Background: an optimization exercise with open tools, aiming at small area. Do not read the settings as production practice.
Only simulation tests tie the RTL to the original design; equivalence was not proved.
Power is estimated from default activity; no workload was simulated.

`design.v`:
```
`timescale 1ns / 1ps
module UART_RX #(
parameter  Baud_rate = 115200,  
parameter  clk_frq = 100000000,   
parameter  data_depth = 36   
) 
(
    input  wire clk,              
    input  wire rst,             
    input  wire [3:0] data_bits,  
    input  wire [1:0] stop_bits,  
    input  wire [1:0] parity,     
    output reg  [data_depth*8-1:0] receive_data,  
	 output reg  [data_depth*8-1:0] receive_data_,  
    output reg  [5:0] receive_data_bytes,        
    output reg  [data_depth-1:0] receive_data_check,  
	 output reg  receive_data_check_all,  
    output reg  RX_interrupt,               
    input  wire RX_interrupt_clear,         
    input  wire RX                           
    ); 
    localparam  Baud_rate_division_factor = clk_frq/Baud_rate; 
    localparam  Baud_rate_division_factor_2 = clk_frq/Baud_rate/2;   
    localparam  RX_complete = 3; 
    reg  [3:0] sig_rx;
    always @ (posedge clk )  
    begin  
        if(~rst) sig_rx <= 4'b1111;
        else sig_rx <= {sig_rx[2:0],RX};
    end
    reg [6:0] sig_maoci;
    always @ (posedge clk)  
    begin
        if(~rst) sig_maoci <= 7'b1111111;
        else sig_maoci <= {sig_maoci[5:0],sig_rx[3]};
    end
    wire [2:0] sig_maoci_sum;
    assign sig_maoci_sum = sig_maoci[0] + sig_maoci[1] + sig_maoci[2] +sig_maoci[3]+sig_maoci[4]+sig_maoci[5]+sig_maoci[6];
    wire RX_signal;
    assign RX_signal = (sig_maoci_sum >= 4)? 1'b1:1'b0;
    reg [15:0] counter; 
    reg [5:0]  RX_data_bytes_counter;
    reg [3:0]  RX_data_bits_counter; 
    reg [3:0]  RX_stop_bits_counter; 
    reg        RX_busy;
	 reg        RX_interrupt_;
     reg [2:0] RX_state;
    localparam                     RX_IDLE               = 0, 
                                   RX_START_BIT_DETECTED = 1, 
                                   RX_START_BIT          = 2, 
                                   RX_DATA_BITS          = 3,  
                                   RX_PARITY_BIT         = 4,  
                                   RX_STOP_BIT           = 5; 
    reg [7:0] RX_once_data;
    reg       RX_once_parity_bit;
    wire check_bit; 
    assign check_bit = RX_once_data[0] + RX_once_data[1] + RX_once_data[2] + RX_once_data[3] + RX_once_data[4] + RX_once_data[5] + RX_once_data[6] + RX_once_data[7];
    always @ (posedge clk ) 
    begin
        if(~rst)
        begin
            counter <= 0;
            RX_data_bytes_counter <= 0;
            RX_data_bits_counter  <= 0;
            RX_stop_bits_counter  <= 0;
            RX_state <= RX_IDLE;
            RX_busy <= 0;
            receive_data <= 0;
				receive_data_ <= 0;
            receive_data_bytes <= 0;
            receive_data_check <= 0;
				receive_data_check_all <= 1;
            RX_interrupt <= 0;
				RX_interrupt_ <=0;
        end
        else  if(RX_busy)
        begin
            if(counter == Baud_rate_division_factor - 1)
                counter <= 0;
            else
                counter <= counter + 1;
            if(counter == Baud_rate_division_factor_2-1)
            begin
                if(RX_state == RX_START_BIT_DETECTED) 
                    RX_state <= RX_START_BIT;
                else if(RX_state == RX_START_BIT)
                begin
                    RX_data_bits_counter <= 0; 
                    RX_data_bytes_counter <= RX_data_bytes_counter+1; 
                    RX_state <= RX_DATA_BITS;
                end
                else if(RX_state == RX_DATA_BITS)
                begin
                    if(RX_data_bits_counter == data_bits - 1) 
                    begin
                        RX_data_bits_counter <= 0;
                        if( parity == 2'b01 || parity == 2'b10 )  
                            RX_state <= RX_PARITY_BIT;
                        else
                        begin
                            RX_state <= RX_STOP_BIT;
                            RX_stop_bits_counter  <= 0;
                        end
                    end
                    else
                    begin
                        RX_data_bits_counter <= RX_data_bits_counter + 1; 
                        RX_state <= RX_DATA_BITS;
                    end
                end
                else if(RX_state == RX_PARITY_BIT)
                begin
                    RX_state <= RX_STOP_BIT;
                    RX_stop_bits_counter  <= 0;
                end
                else if(RX_state == RX_STOP_BIT)
                begin
                   RX_stop_bits_counter <= RX_stop_bits_counter + 1;
                   if(RX_stop_bits_counter == RX_complete) 
                   begin
                        RX_busy <= 1'b0; 
                        RX_state <= RX_IDLE; 
								receive_data_ <= receive_data << (data_depth - receive_data_bytes)*8; 
                        RX_interrupt_ <= 1'b1;
                   end
                end
            end
            else  if(counter == Baud_rate_division_factor_2)
            begin
                if(RX_state == RX_DATA_BITS) 
                begin
                    RX_once_data[RX_data_bits_counter] <= RX_signal; 
                end
                else if(RX_state == RX_PARITY_BIT)
                begin
                    RX_once_parity_bit <= RX_signal;
                end
                else if(RX_state == RX_STOP_BIT && RX_stop_bits_counter == 0)
                begin
                    receive_data <= {receive_data[data_depth*8-9 : 0],RX_once_data[7:0]};  
                    receive_data_bytes <= RX_data_bytes_counter;
                    if(parity == 2'b00 || (parity == 2'b01 && RX_once_parity_bit == check_bit) || (parity == 2'b10 && RX_once_parity_bit == ~check_bit) )  
						  begin
                        receive_data_check <= {receive_data_check[data_depth-2 : 0],1'b1};
								receive_data_check_all <= receive_data_check_all && 1'b1;
						  end
                    else                                                                                                                                  
						  begin
                        receive_data_check <= {receive_data_check[data_depth-2 : 0],1'b0};
								receive_data_check_all <= receive_data_check_all && 1'b0;
						  end
                end
            end
            if(RX_state == RX_STOP_BIT) 
            begin
                if(RX_signal == 1'b0)
                begin
                    counter <= 0;
                    RX_state <= RX_START_BIT_DETECTED;
                end
            end
        end
        else  
        begin
            if(RX_state == RX_IDLE && RX_signal == 1'b0) 
            begin
                RX_busy <= 1'b1; 
                RX_data_bytes_counter <= 0;
                RX_data_bits_counter  <= 0;
                receive_data <= 0; 
					 receive_data_ <= 0;
                receive_data_bytes <= 0;
                receive_data_check <= 0;
					 receive_data_check_all <= 1;
                RX_once_data <= 0;  
                RX_once_parity_bit <= 0;  
                counter <= 0;
                RX_state <= RX_START_BIT_DETECTED;
                RX_interrupt <= 0;
					 RX_interrupt_ <= 0;
            end
            else
            begin
					 if(RX_interrupt_ == 1)
					 begin
						RX_interrupt <= 1;
						RX_interrupt_ <= 0;
					 end
					 else
					 begin
						 if(RX_interrupt_clear == 1) 
							  RX_interrupt <= 0;
						 else 
							  RX_interrupt <= RX_interrupt;
					 end
            end
        end
    end
endmodule
`timescale 1ns / 1ps
`timescale 1ns / 1ps
module UART_TX #(
parameter  Baud_rate = 115200,  
parameter  clk_frq = 100000000,   
parameter  data_depth = 36   
) 
(
    input  wire clk,              
    input  wire rst,             
    input  wire [3:0] data_bits,  
    input  wire [1:0] stop_bits,  
    input  wire [1:0] parity,     
    input  wire [data_depth*8-1:0] send_data,  
    input  wire [5:0] send_data_bytes,         
    output wire  TX_ready,                    
    input  wire start_TX,                    
    output reg  TX                          
    ); 
    localparam  Baud_rate_division_factor = clk_frq/Baud_rate;
    localparam  Baud_rate_division_factor_2 = clk_frq/Baud_rate/2;
    reg [15:0] counter;  
    reg [5:0]  send_data_bytes_counter;
    reg [3:0]  send_data_bits_counter; 
    reg [3:0]  send_stop_bits_counter; 
    reg        TX_busy;
    assign TX_ready = ~TX_busy;
    reg [2:0] send_state;
    localparam                     SEND_IDLE       = 0, 
                                   SEND_START_BIT  = 1, 
                                   SEND_DATA_BITS  = 2,  
                                   SEND_PARITY_BIT = 3,  
                                   SEND_STOP_BIT   = 4; 
    always @ (posedge clk) 
    begin
        if(~rst) 
        begin
            counter <= 0;
            send_data_bytes_counter <= 0;
            send_data_bits_counter  <= 0;
            send_stop_bits_counter  <= 0;
            send_state <= SEND_IDLE;
            TX_busy <= 0;
        end
        else  if(TX_busy)
        begin
            if(counter == Baud_rate_division_factor - 1)
                counter <= 0;
            else
                counter <= counter + 1;
            if(counter == 1)
            begin
                if(send_state == SEND_IDLE) 
                    send_state <= SEND_START_BIT;
                else if(send_state == SEND_START_BIT)
                begin
                    send_data_bits_counter <= 0; 
                    send_state <= SEND_DATA_BITS;
                end
                else if(send_state == SEND_DATA_BITS)
                begin
                    if(send_data_bits_counter == data_bits - 1) 
                    begin
                        send_data_bits_counter <= 0;
                        if( parity == 2'b01 || parity == 2'b10 ) 
                            send_state <= SEND_PARITY_BIT;
                        else
                        begin
                            send_state <= SEND_STOP_BIT;
                            send_stop_bits_counter  <= 0;
                        end
                    end
                    else
                    begin
                        send_data_bits_counter <= send_data_bits_counter + 1; 
                        send_state <= SEND_DATA_BITS;
                    end
                end
                else if(send_state == SEND_PARITY_BIT)
                begin
                    send_state <= SEND_STOP_BIT;
                    send_stop_bits_counter  <= 0;
                end
                else if(send_state == SEND_STOP_BIT)
                begin
                    if(stop_bits == 2'b00) 
                    begin
                        if(send_data_bytes_counter == send_data_bytes - 1)
                        begin
                            send_data_bytes_counter <= 0;
                            send_state <= SEND_IDLE;
                            TX_busy <= 1'b0;  
                        end
                        else
                        begin
                            send_data_bytes_counter <= send_data_bytes_counter + 1;
                            send_state <= SEND_START_BIT;
                        end
                    end
                    else if(stop_bits == 2'b01) 
                    begin
                        send_stop_bits_counter <= send_stop_bits_counter + 1;
                    end
                    else if(stop_bits == 2'b10) 
                    begin
                        if(send_stop_bits_counter == 1)
                        begin
                            if(send_data_bytes_counter == send_data_bytes - 1)
                            begin
                                send_data_bytes_counter <= 0;
                                send_state <= SEND_IDLE;
                                TX_busy <= 1'b0;  
                            end
                            else
                            begin
                                send_data_bytes_counter <= send_data_bytes_counter + 1;
                                send_state <= SEND_START_BIT;
                            end
                        end
                        else 
                            send_stop_bits_counter <= send_stop_bits_counter + 1;
                    end
                end
            end
            else if (counter == Baud_rate_division_factor_2 && stop_bits == 2'b01 && send_stop_bits_counter == 1)  
            begin
                counter <= 0;
                send_stop_bits_counter <= 0;
                if(send_data_bytes_counter == send_data_bytes - 1)
                begin
                    send_data_bytes_counter <= 0;
                    send_state <= SEND_IDLE;
                    TX_busy <= 1'b0;  
                end
                else
                begin
                    send_data_bytes_counter <= send_data_bytes_counter + 1;
                    send_state <= SEND_IDLE;
                end
            end
        end
        else  
        begin
            if(start_TX == 1'b1)
            begin
                TX_busy <= 1'b1; 
                send_data_bytes_counter <= 0;
                send_data_bits_counter  <= 0;
                counter <= 0;
                send_state <= SEND_IDLE;
            end
        end
    end
    wire [9:0] send_start_once_addr;
    assign send_start_once_addr = {send_data_bytes - send_data_bytes_counter - 1,3'b000};
    reg check_bit;
    always @(*) 
    begin
      case(data_bits)
      4'h5:check_bit = send_data[send_start_once_addr] + send_data[send_start_once_addr + 1] + send_data[send_start_once_addr + 2] +send_data[send_start_once_addr + 3]
    + send_data[send_start_once_addr + 4] ;
      4'h6:check_bit = send_data[send_start_once_addr] + send_data[send_start_once_addr + 1] + send_data[send_start_once_addr + 2] +send_data[send_start_once_addr + 3]
    + send_data[send_start_once_addr + 4] + send_data[send_start_once_addr + 5] ;
      4'h7:check_bit = send_data[send_start_once_addr] + send_data[send_start_once_addr + 1] + send_data[send_start_once_addr + 2] +send_data[send_start_once_addr + 3]
    + send_data[send_start_once_addr + 4] + send_data[send_start_once_addr + 5] +send_data[send_start_once_addr + 6];
      4'h8:check_bit = send_data[send_start_once_addr] + send_data[send_start_once_addr + 1] + send_data[send_start_once_addr + 2] +send_data[send_start_once_addr + 3]
    + send_data[send_start_once_addr + 4] + send_data[send_start_once_addr + 5] +send_data[send_start_once_addr + 6] +send_data[send_start_once_addr + 7];
      default: check_bit = send_data[send_start_once_addr] + send_data[send_start_once_addr + 1] + send_data[send_start_once_addr + 2] +send_data[send_start_once_addr + 3]
    + send_data[send_start_once_addr + 4] + send_data[send_start_once_addr + 5] +send_data[send_start_once_addr + 6] +send_data[send_start_once_addr + 7];
      endcase
    end
    always @ (*)  
    begin
        if(~rst)
        begin
            TX = 1;
        end
        else 
        case(send_state)
            SEND_IDLE: begin                 
                TX = 1;
            end
            SEND_START_BIT: begin            
                TX = 0;  
            end
            SEND_DATA_BITS: begin           
                TX = send_data[send_start_once_addr + send_data_bits_counter];
            end
            SEND_PARITY_BIT:begin           
                if(parity == 2'b01)  
                    TX = check_bit;
                else                
                    TX = ~check_bit;
            end
            SEND_STOP_BIT: begin            
                TX = 1;  
            end
            default: begin
                TX = 1;
            end
        endcase
    end
endmodule
`timescale 1ns / 1ps
module process
#(
    parameter uart_data_depth = 12
)
(
	input clk,
	input rst_n,
    input tx_ready,
	output reg start_tx,
	output reg [uart_data_depth*8-1:0] send_data,
	output reg [5:0] send_data_bytes,
	input [uart_data_depth*8-1:0] receive_data,
	input RX_interrupt,
	output reg RX_interrupt_clear,
    input spi_ready,
    output reg spi_dir,
    output reg spi_start,
    output reg [23:0] spi_data_tx,
    output reg [7:0] spi_data_depth
);
localparam              PROCESS_RESET    = 0, 
                        UART_DEBUG       = 1;
wire [7:0] rx_byte [uart_data_depth-1:0];
genvar i;
generate 
    for(i=1;i<=uart_data_depth;i=i+1) 
    begin: rx_byte_gen
        assign rx_byte[i-1][7:0]=receive_data[i*8-1-:8];
    end
endgenerate
reg [1:0] process_state;
reg spi_wait;
always @(posedge clk)
if(!rst_n)
begin
    process_state<=PROCESS_RESET;
    RX_interrupt_clear<=0;
    spi_start<=0;
    start_tx<=0;
    spi_wait<=0;
end
else
case(process_state)
PROCESS_RESET:
begin
    RX_interrupt_clear<=0;
    spi_start<=0;
    spi_wait<=0;
    if(rst_n)
        process_state<=UART_DEBUG;   
end
UART_DEBUG:
begin
    if(RX_interrupt)
    begin
        if((rx_byte[10] == 8'h55) && (rx_byte[9] == 8'h5D) 
        && (rx_byte[1] == 8'h0D) && (rx_byte[0] == 8'h0A))  
        begin
            case(rx_byte[8])
            8'h01:  
            if(spi_ready)  
            begin
                spi_dir<=0;
                spi_data_depth<=14;
                spi_data_tx<={rx_byte[7],rx_byte[6]};
                spi_start<=1;   
            end
            8'h02:  
            if(spi_ready)  
            begin
                spi_dir<=0;
                spi_data_depth<=23;
                spi_data_tx<={rx_byte[7],rx_byte[6],rx_byte[5]};
                spi_start<=1;   
            end
            8'hAA: 
            if(tx_ready)  
            begin
                send_data<= 80'h45504741204F4B210D0A; 
                send_data_bytes<=10;
                start_tx<=1;
            end
            endcase
        end
        else if(tx_ready)  
        begin
            send_data<= 64'h6572726F72210D0A;  
            send_data_bytes<=8;
            start_tx<=1;
        end
        RX_interrupt_clear<=1;
    end
    else
    begin
        spi_start<=0;
        RX_interrupt_clear<=0;
        start_tx<=0;
    end 
    if(spi_wait&&spi_ready)  
    begin
        spi_wait<=0;
        spi_start<=1;
    end   
end
endcase
endmodule
`timescale 1ns / 1ps
module spi_master_modify #(
    parameter clk_div=10,
    parameter data_depth=32,
    parameter rx_head_depth=6
)
(
    input clk,
    input rst_n,
    input spi_start,
    input spi_dir,  
    input [7:0] spi_data_depth,
    input spi_miso,
    input [data_depth-1:0] spi_data_tx,
    output reg [data_depth-1:0] spi_data_rx,
    output reg spi_ready,
    output reg spi_sclk,
    output reg spi_read_finish, 
    output reg spi_mosi,
    output reg spi_le
);
reg spi_dir_reg;
reg [data_depth-1:0] spi_data_tx_reg;
reg [2:0] spi_state;
reg [7:0] spi_bit_cnt;
reg [15:0] clk_div_cnt;
reg [1:0] spi_ssc_cnt;
localparam                  SPI_IDLE        = 0, 
                            SPI_SSC         = 1,
                            SPI_WRITE_CLOCK_HIGH  = 2, 
                            SPI_WRITE_CLOCK_LOW  = 3, 
                            SPI_READ_CLOCK_HIGH  = 4, 
                            SPI_READ_CLOCK_LOW  = 5;
always @(posedge clk)
begin
    if(!rst_n)
    begin
        spi_le<=1;
        spi_sclk<=0;
        spi_mosi<=0;
        spi_state<=SPI_IDLE;
        spi_ready<=1;
        spi_read_finish<=0;
        spi_bit_cnt<=0;
        spi_ssc_cnt<=2'd0;
        clk_div_cnt<=0;
    end
    else if(spi_ready) 
    begin
        if(spi_start)
        begin
            spi_ready<=0;
            spi_le<=0;
            spi_dir_reg<=spi_dir;
            spi_data_tx_reg<=spi_data_tx;
            spi_ssc_cnt<=2'd0;
            spi_state<=SPI_SSC;
        end
    end
    else 
    begin
        if(clk_div_cnt!=clk_div-1)
            clk_div_cnt<=clk_div_cnt+1'b1;
        else
        begin
            clk_div_cnt<=0;
            case(spi_state)
            SPI_IDLE:
            begin
                spi_ready<=1;
                spi_le<=1;
                spi_read_finish<=0;
                spi_bit_cnt<=0;
                spi_sclk<=0;
                spi_mosi<=0;
                spi_state<=SPI_IDLE;
            end
            SPI_SSC:
            begin
                spi_sclk<=0;
                if(spi_ssc_cnt==2'd3)
                begin
                    spi_mosi <= 1'd0;
                    spi_ssc_cnt <= 2'd0;      
                    spi_state<=SPI_WRITE_CLOCK_HIGH;          
                end
                else
                if(spi_ssc_cnt==2'd2)
                begin
                    spi_mosi <= 1'd0;
                    spi_ssc_cnt <= spi_ssc_cnt+1'd1;     
                    spi_state<=SPI_SSC;            
                end
                else
                begin
                    spi_mosi <= 1'd1;
                    spi_ssc_cnt <= spi_ssc_cnt+1'd1;     
                    spi_state<=SPI_SSC;              
                end
            end
            SPI_WRITE_CLOCK_HIGH:
            begin
                spi_sclk<=1;
                spi_mosi<=spi_data_tx_reg[spi_data_depth-spi_bit_cnt-1];
                spi_state<=SPI_WRITE_CLOCK_LOW;
            end
            SPI_WRITE_CLOCK_LOW:
            begin
                spi_bit_cnt<=spi_bit_cnt+1'b1;
                spi_sclk<=1'b0;
                if(spi_dir_reg) 
                    if(spi_bit_cnt==rx_head_depth-1)
                        spi_state<=SPI_READ_CLOCK_HIGH;
                    else
                        spi_state<=SPI_WRITE_CLOCK_HIGH;
                else 
                    if(spi_bit_cnt==spi_data_depth-1) 
                    begin
                        spi_state<=SPI_IDLE;
                    end
                    else
                        spi_state<=SPI_WRITE_CLOCK_HIGH;
            end
            SPI_READ_CLOCK_HIGH:
            begin
                spi_sclk<=1;
                spi_state<=SPI_READ_CLOCK_LOW;
            end
            SPI_READ_CLOCK_LOW:
            begin
                spi_bit_cnt<=spi_bit_cnt+1'b1;
                spi_sclk<=1'b0;
                spi_data_rx[spi_data_depth-spi_bit_cnt-1]<=spi_miso;
                if(spi_bit_cnt==spi_data_depth-1) 
                begin
                    spi_state<=SPI_IDLE;
                    spi_read_finish<=1;
                end
                else
                    spi_state<=SPI_READ_CLOCK_HIGH;
            end
            endcase
        end
    end
end
endmodule
`timescale 1ns / 1ps
module uart2rffe_top
(
    input clk,
    input rst_n,
    input  FPGA_RX,
	output FPGA_TX,
    output spi_clk_rffe,
    output spi_sdo_rffe,
    output spi_le_rffe
);
parameter spi_data_depth_max = 24;  
parameter spi_clk_div = 5;   
wire spi_start;
wire spi_ready;
wire spi_dir;
wire [7:0] spi_data_depth;
wire [spi_data_depth_max-1:0] spi_data_tx;
spi_master_modify #(
    .clk_div(spi_clk_div),
    .data_depth(spi_data_depth_max)
)
rffe_spi(
    .clk(clk),
    .rst_n(rst_n),
    .spi_start(spi_start),
    .spi_dir(spi_dir),
    .spi_data_depth(spi_data_depth),
    .spi_miso(1'b0),
    .spi_data_tx(spi_data_tx),
    .spi_data_rx(),
    .spi_ready(spi_ready),
    .spi_sclk(spi_clk_rffe),
    .spi_read_finish(),
    .spi_mosi(spi_sdo_rffe),
    .spi_le(spi_le_rffe)
);
parameter  Baud_rate = 115200;
parameter  clk_frq = 50000000;  
parameter  data_depth = 12;   
parameter  data_bits = 8;
parameter  stop_bits = 2'b00;
parameter  parity = 2'b00;
wire [data_depth*8-1:0] send_data;
wire [5:0] send_data_bytes;
wire TX_ready;
wire start_TX;
UART_TX #(
    .Baud_rate(Baud_rate),
    .clk_frq(clk_frq),
    .data_depth(data_depth)
)
TX (
    .clk(clk),
    .rst(rst_n),
    .data_bits(data_bits),
    .stop_bits(stop_bits),
    .parity(parity),
    .send_data(send_data),
    .send_data_bytes(send_data_bytes),
    .TX_ready(TX_ready),
    .start_TX(start_TX),
    .TX(FPGA_TX)
);
wire [data_depth*8-1:0] receive_data;
wire [data_depth*8-1:0] receive_data_;
wire [5:0] receive_data_bytes;
wire [data_depth-1:0] receive_data_check;
wire receive_data_check_all;
wire RX_interrupt;
wire RX_interrupt_clear;
UART_RX #(
    .Baud_rate(Baud_rate),
    .clk_frq(clk_frq),
    .data_depth(data_depth)
)
RX(
    .clk(clk),
    .rst(rst_n),
    .data_bits(data_bits),
    .stop_bits(stop_bits),
    .parity(parity),
    .receive_data(receive_data),
    .receive_data_(receive_data_),
    .receive_data_bytes(receive_data_bytes),
    .receive_data_check(receive_data_check),
    .receive_data_check_all(receive_data_check_all),
    .RX_interrupt(RX_interrupt),
    .RX_interrupt_clear(RX_interrupt_clear),
    .RX(FPGA_RX)
);
process process(
    .clk(clk),
    .rst_n(rst_n),
    .tx_ready(TX_ready),
    .start_tx(start_TX),
    .send_data(send_data),
    .send_data_bytes(send_data_bytes),
    .RX_interrupt(RX_interrupt),
    .RX_interrupt_clear(RX_interrupt_clear),
    .receive_data(receive_data),
    .spi_ready(spi_ready),
    .spi_dir(spi_dir),
    .spi_start(spi_start),
    .spi_data_tx(spi_data_tx),
    .spi_data_depth(spi_data_depth)
);
endmodule
```
`run.sh`:
```
#!/bin/bash
# synth_recipe.tcl (not shown) runs the flow's synth.tcl, then flattens the netlist and writes it again
# the make line also repeats each setting of config.mk as NAME=value (left out here)
make -C /OpenROAD-flow-scripts/flow DESIGN_CONFIG=/design/flow/config.mk WORK_HOME=/design/flow/orfs CLKGATE_MAP_FILE= SYNTH_SCRIPT=/design/flow/synth_recipe.tcl finish
```
`config.mk`:
```
export PLATFORM = sky130hd
export DESIGN_NAME = uart2rffe_top
export DESIGN_NICKNAME = uart2rffe_top
export VERILOG_FILES = /design/flow/design.v
export SDC_FILE = /design/flow/constraint.sdc
export NUM_CORES = 4
export LEC_CHECK = 0
export CAP_MARGIN = 20
export CORE_MARGIN = 2
export CORE_UTILIZATION = 40
export PLACE_DENSITY = 0.6
export SLEW_MARGIN = 20
```
`constraint.sdc`:
```
create_clock -name core_clock -period 20.0 [get_ports {clk}]
set_input_delay 4.0000 -clock core_clock [delete_from_list [all_inputs] [get_ports {clk}]]
set_output_delay 4.0000 -clock core_clock [all_outputs]
set_load 0.01 [all_outputs]
```
==> metrics.log <==
[metrics] pin count of the biggest net entering global routing: ~110
[metrics] CP Cell Sequence: buf_4 -> nor2b_1 -> o221ai_1 -> clkdlybuf4s50_1
[metrics] Synthesized Nets: 1,433
[metrics] P per Cell Area: between 70 and 80 nW/um^2
[metrics] number of global-route vias before repair: 8,988
[metrics] antenna-violating nets left: 0
[metrics] H-Tree Level Count: 1
[metrics] antenna violations before repair: 0
[metrics] final critical delay including setup and external delays: 9330 ps
[metrics] total wirelength of the detailed-routed design: 24,900 um
[metrics] Die Height: 182 um
[metrics] top achievable clock speed: 0.107 GHz
[metrics] final-layout worst hold slack: around 400 ps
[metrics] synthesized flop and latch total: between 200 and 300
[metrics] worst path bufs/invs: 2
[metrics] overflow left after global routing: 0
[metrics] Leak: just under 0.005 uW
[metrics] count of clock tree sinks: about 260
[metrics] GRT busiest layer: met2
[metrics] share of synthesized registers carrying an async set or reset: 0
[metrics] count of buffers inserted at the top-level ports: 6
[metrics] half-perimeter wire length of the detailed placement result: approximately 16,000 um
[metrics] multiplexer share of the synthesized area: 0.0147
[metrics] met3 capacity usage during global routing: 0.0197
[metrics] count of standard-cell rows: 65
[metrics] average cell area after synthesis: slightly above 9 um^2
[metrics] Final Wtd Congestion: roughly 0.80
[metrics] Synth warnings: 6
[metrics] slew of the pin with the lowest slew margin: approximately 1100 ps
[metrics] clk root buf: sky130_fd_sc_hd__clkbuf_16
[metrics] fin crit share: 0.466
[metrics] start-to-end type of the worst setup path: input pin to primary output
[metrics] leading register cell type out of synthesis: sky130_fd_sc_hd__dfxtp_1
[metrics] final clock skew: between 20 and 30 ps
[metrics] horizontal die dimension: between 150 and 200 um
[metrics] main combinational cell family by area after synthesis: simple AND/OR/NAND/NOR gates
[metrics] Detailed Routing Iterations Pass 1: 5
[metrics] clock buffer count from CTS: 29
[metrics] delay-heaviest family, CP: buffers and inverters
[metrics] number of flip-flops in the largest register: between 80 and 90
[metrics] basic-gate share of the synthesized area counting and, or, nand and nor cells: 0.251
[metrics] startpoint types: input pin
[metrics] fraction of layout cells with a size suffix above 1: 0.0582
[metrics] core region area: approximately 31,000 um^2
[metrics] relative slew slack: 0.293
[metrics] synth-to-layout area growth: 9.71%
[metrics] final max-slew violation count: 0
[metrics] post-synthesis compound-gate area fraction: 0.168
[metrics] per-cell routed wire length: 14.0 um
[metrics] final-stage net count: about 1,400
[metrics] end of the worst register-to-register path: RX.RX_once_data[2]
[metrics] cts repair resizes: 0
[metrics] Worst Setup End Kind: primary output
[metrics] worst hold path endpoint: RX.sig_rx[1]
[metrics] area of the mapped netlist: 12,600 um^2
[metrics] Residual DRC: 0
[metrics] Final Setup Violations: 0
[metrics] global routing usage summed across all routing layers: 0.150
[metrics] signal arrival time at the worst endpoint: about 5300 ps
[metrics] ratio of routed vias to standard cells: roughly 5.4
[metrics] VDD IR-drop max: 0.0576 mV
[metrics] GR met1 Demand/Resource: 0.202
[metrics] CP max FO: 62
[metrics] post-synthesis share of cell area spent on xor and xnor gates: 0.0322
[metrics] hold path startpoint: RX.sig_rx[0]
[metrics] reg-to-reg critical path startpoint: RX.sig_maoci[0]
[metrics] number of fill cells: between 3,000 and 4,000
[metrics] Maximum Capacitance Violations: 0
[metrics] required time reported for the critical path endpoint: roughly 16,000 ps
[metrics] clock-pin slew on the worst setup and hold paths: around 60 ps
[metrics] Worst R2R Setup Slack: 16,040 ps
[metrics] diodes inserted: 0
[metrics] Post-Route Setup TNS: 0 ps
[metrics] number of enable-type register cells in the synthesized netlist: 60
[metrics] status: complete, no violations
[metrics] post-synthesis cell type count: just over 80
[metrics] RSZ-0062 raised after global routing: false
[metrics] number of buffers added to fix hold violations after cts: 0
[metrics] r2r worst-path depth: 12
[metrics] Adder-Cell Fraction of Synth Area: 0.0379
[metrics] portion of the post-synthesis area used by sequential elements: 0.454
[metrics] worst min-delay path category: flop to flop
[metrics] met2 GRT Util: 0.256
[metrics] cell with the biggest individual delay on the critical path: sky130_fd_sc_hd__buf_4
[metrics] post-CTS setup repair buffer count: 0
[metrics] clk latency of the worst-skew pair: about 550 ps
[metrics] TritonCTS clock tree: built
[metrics] cell count of the worst hold path: 1
[metrics] Starting Density: 0.403
[metrics] Largest stage delay, worst path: 500 ps
[metrics] maximum number of buffers from clock root to sink: 3
[metrics] number of hold violations in the final report: 0
[metrics] wire length of the first global-routing pass: between 40,000 and 50,000 um
[metrics] detailed-route via count: 9,601
[metrics] Cells after Synth: ~1,400
[metrics] count of routing violations after the opening detailed-route iteration: ~600
[metrics] full die area: ~33,000 um^2
[metrics] Boundary Pins: 7
power breakdown:
| part | switching (uW) | internal, uW | total, uW | leakage (uW) |
|---|---|---|---|---|
| Clock | 205 | 317 | 522 | 0.000463 |
| Sequential | 2.61 | 529 | 531 | 0.00212 |
| Combinational | 20.7 | 10.1 | 30.8 | 0.00231 |
synthesized netlist by cell type (all sizes together), types with 4 or more instances:
| cell | instances | area share |
|---|---|---|
| dfxtp | 196 | 0.31 |
| nand2 | 146 | 0.043 |
| nor2b | 114 | 0.057 |
| nor2 | 94 | 0.029 |
| a22oi | 92 | 0.056 |
| clkbuf | 73 | 0.022 |
| edfxtp | 60 | 0.14 |
| a21oi | 59 | 0.023 |
| nand3 | 59 | 0.023 |
| o21ai | 59 | 0.023 |
| inv | 44 | 0.013 |
| ha | 35 | 0.035 |
| nor3 | 35 | 0.014 |
| xnor2 | 24 | 0.017 |
| nand4 | 23 | 0.012 |
| nand2b | 20 | 0.0099 |
| and3 | 19 | 0.0094 |
| xor2 | 19 | 0.013 |
| buf | 14 | 0.0067 |
| mux2i | 14 | 0.011 |
| a21boi | 13 | 0.0077 |
| and2 | 13 | 0.0064 |
| o211a | 13 | 0.010 |
| nand3b | 12 | 0.0071 |
| a31oi | 11 | 0.0060 |
| nor4 | 10 | 0.0055 |
| or3 | 10 | 0.0050 |
| nor4b | 9 | 0.0062 |
| o211ai | 8 | 0.0048 |
| a21o | 7 | 0.0042 |
| and4 | 6 | 0.0042 |
| nand4b | 6 | 0.0042 |
| nor3b | 5 | 0.0034 |
| o21a | 5 | 0.0030 |
| or2 | 5 | 0.0025 |
| nor4bb | 4 | 0.0032 |
| o31ai | 4 | 0.0024 |
cell usage in the layout (no fill, tap or decap), types with 9 or more instances in the layout:
cell,instances
sky130_fd_sc_hd__nand3_1,59
sky130_fd_sc_hd__nor4b_1,9
sky130_fd_sc_hd__nand4_1,22
sky130_fd_sc_hd__xor2_1,19
sky130_fd_sc_hd__a21boi_0,11
sky130_fd_sc_hd__a21oi_1,59
sky130_fd_sc_hd__nor2b_1,114
sky130_fd_sc_hd__o21ai_0,57
sky130_fd_sc_hd__nor2_1,91
sky130_fd_sc_hd__and3_1,19
sky130_fd_sc_hd__mux2i_1,14
sky130_fd_sc_hd__edfxtp_1,60
sky130_fd_sc_hd__nor4_1,9
sky130_fd_sc_hd__nor3_1,35
sky130_fd_sc_hd__dfxtp_1,196
sky130_fd_sc_hd__nand2b_1,20
sky130_fd_sc_hd__xnor2_1,23
sky130_fd_sc_hd__ha_1,35
sky130_fd_sc_hd__o211a_1,13
sky130_fd_sc_hd__nand3b_1,12
sky130_fd_sc_hd__or3_1,10
sky130_fd_sc_hd__buf_4,9
sky130_fd_sc_hd__clkbuf_1,9
sky130_fd_sc_hd__nand2_1,146
sky130_fd_sc_hd__a31oi_1,10
sky130_fd_sc_hd__a22oi_1,88
sky130_fd_sc_hd__clkbuf_16,29
sky130_fd_sc_hd__and2_1,13
sky130_fd_sc_hd__inv_1,43
how the worst max path moves through the flow:
stage	cells after the start	end	slack (ps)	start
floorplan	4	FPGA_TX	11170	rst_n
global placement	4	FPGA_TX	10630	rst_n
detailed placement	4	FPGA_TX	10650	rst_n
CTS	4	FPGA_TX	10640	rst_n
global route	4	FPGA_TX	10550	rst_n
finish	4	FPGA_TX	10670	rst_n
cells by family after synthesis:
family | after synthesis
xor gates and xnor gates | 44
and+or+nand+nor | 599
DFF | 256
buffers and inverters | 131
AOI/OAI and AO/OA | 309
adders and majority gates | 37
muxes | 17
per-layer routing:
metal	up-vias	wire [um]
li1	4912	-
met1	4530	11900
met2	122	11800
met3	37	747
met4	0	439
met5	-	0
final cells by class:
type	count	area [um^2]	share of cell area
multi-input cells	1006	6380	0.461
flip-flops and latches	256	5730	0.414
clock buffers	41	801	0.0579
well taps	402	503	0.0363
inverters	44	165	0.0119
clock inverters	13	146	0.0106
repair buffers	14	118	0.00850
stage by stage:
step	instances	worst slack, ps	utilization	cell area [um^2]	total power, uW
after floorplan	1393	11170	-	12600	567
after global placement	1720	10630	0.411	12900	573
after global routing	1776	10550	0.442	13800	1120
after detailed placement	1722	10650	0.412	12900	574
after CTS	1776	10640	0.442	13800	1100
final	1776	10670	0.442	13800	1080

-- re-timing with driven ports --
In the flow no input, the clock included, has a driving cell. The finished layout below was timed again as built, in two steps.
Step 1: set_driving_cell puts a clkbuf_16 on clk and a buf_2 on each other input, an assumption about the parent block.
Step 2 moves the port delays by t, midway between the first and last clock arrival at a register: inputs arrive t later, outputs are due t later. That takes back most of the time a late clock gives input paths.
Three values: no drivers, after step 1, after step 2; two values: the first two.
shift t [ns]: 0.583
setup slack, ns: 10.673 / 10.648 / 10.648
pins driven straight from the clock port: 1
After both steps setup and hold are still met in this run. The setup slack of this run moves by -0.025 ns with the drivers and by -0.025 ns with both steps.
